Background: an optimization exercise with open tools, aiming at small area. Do not read the settings as production practice. Function was checked by simulation only, so behaviour that the tests miss may differ from the original. The clock input has no modelled driver; a real chip could not lean on it and would need a root buffer or a full tree. No activity file was given, so power comes from the tool's default toggle rates.

## top
module top(
    input clk,
    input rst,
    input read_enable,
    input uart_rx,
    output uart_tx,
    output status
);
clock: 5.0 ns
lec_check: 0
cap_margin: 20
core_margin: 2
core_utilization: 70
slew_margin: 20
standard.sh (not shown) runs the stock make flow with config.mk's settings and CLKGATE_MAP_FILE= SYNTH_SCRIPT=/design/flow/synth_recipe.tcl, a recipe that flattens the netlist after the stock synthesis.
==> flow/flow/run.sh <==
#!/bin/bash
# Own flow: the standard ORFS flow (standard.sh) with these changes:
#  - after the standard synthesis, the combinational logic between the
#    registers is re-mapped by ABC for area with each abc_*.script here; the
#    smallest netlist that keeps the standard synthesis's registers (names
#    and cells) and that Yosys proves equivalent to it is laid out;
#  - ABC's buffers are removed at floorplan (REMOVE_ABC_BUFFERS);
#  - port buffers are buf_1 cells;
#  - CTS inserts no dummy loads, and its tree is then replaced by four
#    clkbuf_8 cells fed from the clock port (clock_tree.tcl).
# Each tool's output goes to a log file in this folder.
set -euo pipefail
W=$(pwd)
R=$W/orfs/results/sky130hd/top/base
export REMOVE_ABC_BUFFERS=1
export BUFFER_PORTS_ARGS="-buffer_cell sky130_fd_sc_hd__buf_1"
export CTS_ARGS="${CTS_ARGS_OVERRIDE:--sink_clustering_enable -repair_clock_nets -dont_use_dummy_load -buf_list sky130_fd_sc_hd__clkbuf_4}"
export POST_CTS_TCL=$W/flow/clock_tree.tcl
bash standard.sh synth > $W/standard_synth.log 2>&1
cp $R/1_2_yosys.v $W/standard_1_2_yosys.v
LIB=$FLOW_HOME/platforms/sky130hd/lib/sky130_fd_sc_hd__tt_025C_1v80.lib
# sequential cells of the standard synthesis: kept as they are
SEQ=$(grep -o "sky130_fd_sc_hd__[a-z0-9_]*" $W/standard_1_2_yosys.v | sort -u | grep -E "__(df|edf|sdf|sedf|dl)" | tr '\n' ' ')
DU=$(sed -n '/DONT_USE_CELLS +=/,/^#/p' $FLOW_HOME/platforms/sky130hd/config.mk | grep -o "sky130_fd_sc_hd__[a-z0-9_]*" | sed 's/^/-dont_use /' | tr '\n' ' ')
regs() { python3 - "$1" <<'EOP'
import re,sys
t=open(sys.argv[1]).read()
for c,n in sorted(re.findall(r'(sky130_fd_sc_hd__(?:df|edf|sdf|sedf|dl)\w*)\s+(\S+)\s*\(',t)): print(c,n)
EOP
}
REGS_STD=$(regs $W/standard_1_2_yosys.v)
# one re-map per ABC script, four at a time
remap() {
  S=$1; k=$(basename $S .script)
  cat > $W/resynth_$k.ys <<EOS
read_liberty -ignore_miss_func $LIB
read_verilog $W/standard_1_2_yosys.v
hierarchy -top top
setattr -mod -set keep_hierarchy 1 $SEQ
flatten
delete t:\\\$scopeinfo
rename -hide w:_*_.*
opt_clean
abc -liberty $LIB $DU -script $S
opt_clean -purge
hierarchy -top top
blackbox $SEQ
tee -o $W/resynth_$k.stat stat -liberty $LIB
write_verilog -noattr -nohex -nodec $W/resynth_$k.v
EOS
  timeout 900 yosys -s $W/resynth_$k.ys > $W/resynth_$k.log 2>&1 || return 0
  yosys -p "read_liberty -lib $LIB; read_verilog $W/resynth_$k.v; hierarchy -check -top top; check -assert" > $W/resynth_${k}_check.log 2>&1 || return 0
  [[ -s $W/resynth_$k.v ]] || return 0
  ! grep -qE "always|reg " $W/resynth_$k.v || return 0
  [[ "$(regs $W/resynth_$k.v)" == "$REGS_STD" ]] || return 0
  # equivalence with the standard synthesis, registers paired by name
  timeout 900 yosys -p "read_liberty -ignore_miss_func $LIB; read_verilog $W/standard_1_2_yosys.v; rename top gold;
    read_verilog $W/resynth_$k.v; rename top gate; hierarchy -check;
    flatten gold gate; rename -hide w:_*; opt_clean gold gate;
    equiv_make gold gate eq; hierarchy -top eq; equiv_simple -seq 2; equiv_induct; equiv_status -assert" > $W/resynth_${k}_equiv.log 2>&1 || return 0
  echo "$k $(grep "Chip area" $W/resynth_$k.stat | awk '{print $NF}')" > $W/resynth_$k.ok
}
n=0
for S in $W/flow/abc_*.script; do
  remap $S &
  n=$((n+1)); if (( n % 4 == 0 )); then wait; fi
done
wait
cat $W/resynth_*.ok > $W/resynth_areas.txt 2>/dev/null || true
best=$(sort -k2 -g $W/resynth_areas.txt 2>/dev/null | head -1 | awk '{print $1}')
best_area=$(sort -k2 -g $W/resynth_areas.txt 2>/dev/null | head -1 | awk '{print $2}')
if [[ -n "$best" ]]; then
  echo "using re-mapped netlist $best ($best_area)" > $W/resynth_used.txt
  cp $W/resynth_$best.v $R/1_2_yosys.v
  touch $R/1_2_yosys.v
else
  echo "using standard netlist" > $W/resynth_used.txt
fi
bash standard.sh > $W/standard.log 2>&1
==> flow/flow/abc_d5.script <==
&get -n
&st
&deepsyn -T 60 -S 5
&put
strash
dch -f
amap -F 10 -A 10 -C 1000
mfs2
strash
dch -f
amap -F 10 -A 10 -C 1000
mfs2
strash
dch -f
amap -F 10 -A 10 -C 1000
mfs2
strash
dch -f
amap -F 10 -A 10 -C 1000
topo
==> flow/flow/abc_d6.script <==
&get -n
&st
&deepsyn -T 60 -S 6
&put
strash
dch -f
amap -F 10 -A 10 -C 1000
mfs2
strash
dch -f
amap -F 10 -A 10 -C 1000
mfs2
strash
dch -f
amap -F 10 -A 10 -C 1000
mfs2
strash
dch -f
amap -F 10 -A 10 -C 1000
topo
==> flow/flow/abc_d7.script <==
&get -n
&st
&deepsyn -T 60 -S 7
&put
strash
dch -f
amap -F 10 -A 10 -C 1000
mfs2
strash
dch -f
amap -F 10 -A 10 -C 1000
mfs2
strash
dch -f
amap -F 10 -A 10 -C 1000
mfs2
strash
dch -f
amap -F 10 -A 10 -C 1000
topo
==> flow/flow/abc_d8.script <==
&get -n
&st
&deepsyn -T 60 -S 8
&put
strash
dch -f
amap -F 10 -A 10 -C 1000
mfs2
strash
dch -f
amap -F 10 -A 10 -C 1000
mfs2
strash
dch -f
amap -F 10 -A 10 -C 1000
mfs2
strash
dch -f
amap -F 10 -A 10 -C 1000
topo
==> flow/flow/abc_s32.script <==
&get -n
&st
&deepsyn -T 120 -S 21
&put
strash
dch -f
amap -F 10 -A 10 -C 1000
mfs2
strash
dch -f
amap -F 10 -A 10 -C 1000
mfs2
strash
dch -f
amap -F 10 -A 10 -C 1000
mfs2
strash
dch -f
amap -F 10 -A 10 -C 1000
topo
Other scripts of this flow, unchanged in this note and not shown: flow/flow/abc_d1.script, flow/flow/abc_d2.script, flow/flow/abc_d3.script, flow/flow/abc_d4.script, flow/flow/abc_s12.script, flow/flow/abc_s13.script, flow/flow/abc_s15.script, flow/flow/abc_s17.script, flow/flow/abc_s21.script, flow/flow/abc_s8.script, flow/flow/clock_tree.tcl
The first run went through all stages and came out clean.
==> next run, changes <==
==> flow/flow/abc_s1.script (new file) <==
strash
dch -f
amap -F 10 -A 10 -C 1000
topo
==> flow/flow/abc_s16.script (new file) <==
&get -n
&st
&dch -f
&nf -a -F 10 -A 10
&put
mfs2
strash
dch -f
amap -F 10 -A 10 -C 1000
mfs2
strash
dch -f
amap -F 10 -A 10 -C 1000
mfs2
strash
dch -f
amap -F 10 -A 10 -C 1000
topo
removed: flow/flow/abc_d5.script
removed: flow/flow/abc_d6.script
removed: flow/flow/abc_d7.script
removed: flow/flow/abc_d8.script
removed: flow/flow/abc_s32.script
The new run completed without violations.
Cell area is about the same.
Area after synthesis barely changes.
Setup slack is better by 0.23 ns.
Core utilization is higher by 0.11 points.
No run of this note takes its clock network from TritonCTS; it comes from the design's own scripts or RTL.

---

Setup of oak:
Another version of the RTL of top (not shown whole).
Size in the first run: about 6 I/O pins.
==> flow/design.v (excerpt) <==
module top(
    input clk,
    input rst,
    input read_enable,
    input uart_rx,
    output uart_tx,
    output status
);
wire send_enable;
wire encrypt_enable;
wire [7:0] received_data;
wire [7:0] encrypted_data;
receiver    rx (clk, rst, read_enable,     uart_rx,         received_data,   encrypt_enable);
encryptor   cy (clk, rst, encrypt_enable,  received_data,   encrypted_data,  send_enable);
transmitter tx (clk, rst, send_enable,     encrypted_data,  uart_tx,         status);
endmodule
Settings: LEC_CHECK=0, CAP_MARGIN=20, CORE_MARGIN=2, CORE_UTILIZATION=70, SLEW_MARGIN=20; clock period 5.0 ns.
==> flow/flow/run.sh <==
#!/bin/bash
# Own flow: the standard ORFS flow (standard.sh) with these changes:
#  - after the standard synthesis, the combinational logic between the
#    registers is re-mapped by ABC for area with each abc_*.script here; the
#    smallest netlist that keeps the standard synthesis's registers (names
#    and cells) and that Yosys proves equivalent to it is laid out;
#  - ABC's buffers are removed at floorplan (REMOVE_ABC_BUFFERS);
#  - port buffers are buf_1 cells;
#  - CTS builds the clock tree of clkbuf_4 cells and inserts no dummy loads.
# Each tool's output goes to a log file in this folder.
set -euo pipefail
W=$(pwd)
R=$W/orfs/results/sky130hd/top/base
export REMOVE_ABC_BUFFERS=1
export BUFFER_PORTS_ARGS="-buffer_cell sky130_fd_sc_hd__buf_1"
export CTS_ARGS="${CTS_ARGS_OVERRIDE:--sink_clustering_enable -repair_clock_nets -dont_use_dummy_load -buf_list sky130_fd_sc_hd__clkbuf_4}"
bash standard.sh synth > $W/standard_synth.log 2>&1
cp $R/1_2_yosys.v $W/standard_1_2_yosys.v
LIB=$FLOW_HOME/platforms/sky130hd/lib/sky130_fd_sc_hd__tt_025C_1v80.lib
# sequential cells of the standard synthesis: kept as they are
SEQ=$(grep -o "sky130_fd_sc_hd__[a-z0-9_]*" $W/standard_1_2_yosys.v | sort -u | grep -E "__(df|edf|sdf|sedf|dl)" | tr '\n' ' ')
DU=$(sed -n '/DONT_USE_CELLS +=/,/^#/p' $FLOW_HOME/platforms/sky130hd/config.mk | grep -o "sky130_fd_sc_hd__[a-z0-9_]*" | sed 's/^/-dont_use /' | tr '\n' ' ')
regs() { python3 - "$1" <<'EOP'
import re,sys
t=open(sys.argv[1]).read()
for c,n in sorted(re.findall(r'(sky130_fd_sc_hd__(?:df|edf|sdf|sedf|dl)\w*)\s+(\S+)\s*\(',t)): print(c,n)
EOP
}
REGS_STD=$(regs $W/standard_1_2_yosys.v)
best=""; best_area=""
for S in $W/flow/abc_*.script; do
  k=$(basename $S .script)
  cat > $W/resynth_$k.ys <<EOS
read_liberty -ignore_miss_func $LIB
read_verilog $W/standard_1_2_yosys.v
hierarchy -top top
setattr -mod -set keep_hierarchy 1 $SEQ
flatten
delete t:\\\$scopeinfo
rename -hide w:_*_.*
opt_clean
abc -liberty $LIB $DU -script $S
opt_clean -purge
hierarchy -top top
blackbox $SEQ
tee -o $W/resynth_$k.stat stat -liberty $LIB
write_verilog -noattr -nohex -nodec $W/resynth_$k.v
EOS
  yosys -s $W/resynth_$k.ys > $W/resynth_$k.log 2>&1 || continue
  yosys -p "read_liberty -lib $LIB; read_verilog $W/resynth_$k.v; hierarchy -check -top top; check -assert" > $W/resynth_${k}_check.log 2>&1 || continue
  [[ -s $W/resynth_$k.v ]] || continue
  ! grep -qE "always|reg " $W/resynth_$k.v || continue
  [[ "$(regs $W/resynth_$k.v)" == "$REGS_STD" ]] || continue
  # equivalence with the standard synthesis, registers paired by name
  yosys -p "read_liberty -ignore_miss_func $LIB; read_verilog $W/standard_1_2_yosys.v; rename top gold;
    read_verilog $W/resynth_$k.v; rename top gate; hierarchy -check;
    flatten gold gate; rename -hide w:_*; opt_clean gold gate;
    equiv_make gold gate eq; hierarchy -top eq; equiv_simple -seq 2; equiv_induct; equiv_status -assert" > $W/resynth_${k}_equiv.log 2>&1 || continue
  a=$(grep "Chip area" $W/resynth_$k.stat | awk '{print $NF}')
  echo "$k $a" >> $W/resynth_areas.txt
  if [[ -z "$best" ]] || python3 -c "import sys; sys.exit(0 if $a < $best_area else 1)"; then
    best=$k; best_area=$a
  fi
done
if [[ -n "$best" ]]; then
  echo "using re-mapped netlist $best ($best_area)" > $W/resynth_used.txt
  cp $W/resynth_$best.v $R/1_2_yosys.v
  touch $R/1_2_yosys.v
else
  echo "using standard netlist" > $W/resynth_used.txt
fi
bash standard.sh > $W/standard.log 2>&1
==> flow/flow/abc_s17.script <==
&get -n
&st
&deepsyn -T 30
&put
strash
dch -f
amap -F 10 -A 10 -C 1000
mfs2
strash
dch -f
amap -F 10 -A 10 -C 1000
mfs2
strash
dch -f
amap -F 10 -A 10 -C 1000
mfs2
strash
dch -f
amap -F 10 -A 10 -C 1000
topo
==> flow/flow/abc_s21.script <==
&get -n
&st
&deepsyn -T 60 -S 13
&put
strash
dch -f
amap -F 10 -A 10 -C 1000
mfs2
strash
dch -f
amap -F 10 -A 10 -C 1000
mfs2
strash
dch -f
amap -F 10 -A 10 -C 1000
mfs2
strash
dch -f
amap -F 10 -A 10 -C 1000
topo
Other scripts of this flow, unchanged in this note and not shown: flow/flow/abc_s1.script, flow/flow/abc_s12.script, flow/flow/abc_s13.script, flow/flow/abc_s15.script, flow/flow/abc_s16.script, flow/flow/abc_s8.script
Modified inputs, pine compared to oak
removed: flow/flow/abc_s17.script
removed: flow/flow/abc_s21.script
[compare] base=oak new=pine: final non-filler cell total lower, fraction of area in clock buffers and inverters roughly the same, clock sink count roughly the same. pine ended with every stage complete and zero timing, DRC or antenna violations. Taking oak as the reference, in pine worst setup slack for register-to-register paths down 350 ps, power density over the cells down about 0.6%, maximum achievable frequency down about 7%, routed wire length up 5.2%. pine: total vias in the final route is 38 higher than what oak reported. Slowest library cell on the worst path = dfxtp_1: pine; slowest library cell on the worst path = nand2_1: oak.

static timing again, ports no longer ideal:
No port has a modelled driver above. Below, the same layouts with a new extraction and two added sets of constraints.
Step 1 assumes that a clkbuf_16 drives the clock port and a buf_2 every other input.
Step 2 times the ports against the registers' clock, not the clock port: input delays grow and output delays shrink by t, the midpoint of the rising clock arrivals with the driver on.
Three values: ideal ports, drivers, drivers and shift; two values: the first two.
run | shift t [ns] | setup slack, ns | worst register clock-pin slew, ns | worst slew at a driven data input, ns | pins driven straight from the clock port
the first run of note 1 | 0.212 | 2.252 / 2.290 / 2.078 | 0.10 / 0.10 | 0.03 | 4
the second run of note 1 | 0.212 | 2.478 / 2.512 / 2.300 | 0.12 / 0.12 | 0.03 | 4
oak | 0.403 | 2.770 / 2.771 / 2.368 | 0.11 / 0.11 | 0.03 | 1
pine | 0.406 | 2.594 / 2.594 / 2.594 | 0.11 / 0.11 | 0.03 | 1
After both steps every run listed still meets setup and hold. The setup slack of oak, which loses most, moves by +0.001 ns with the drivers and by -0.402 ns with both steps.
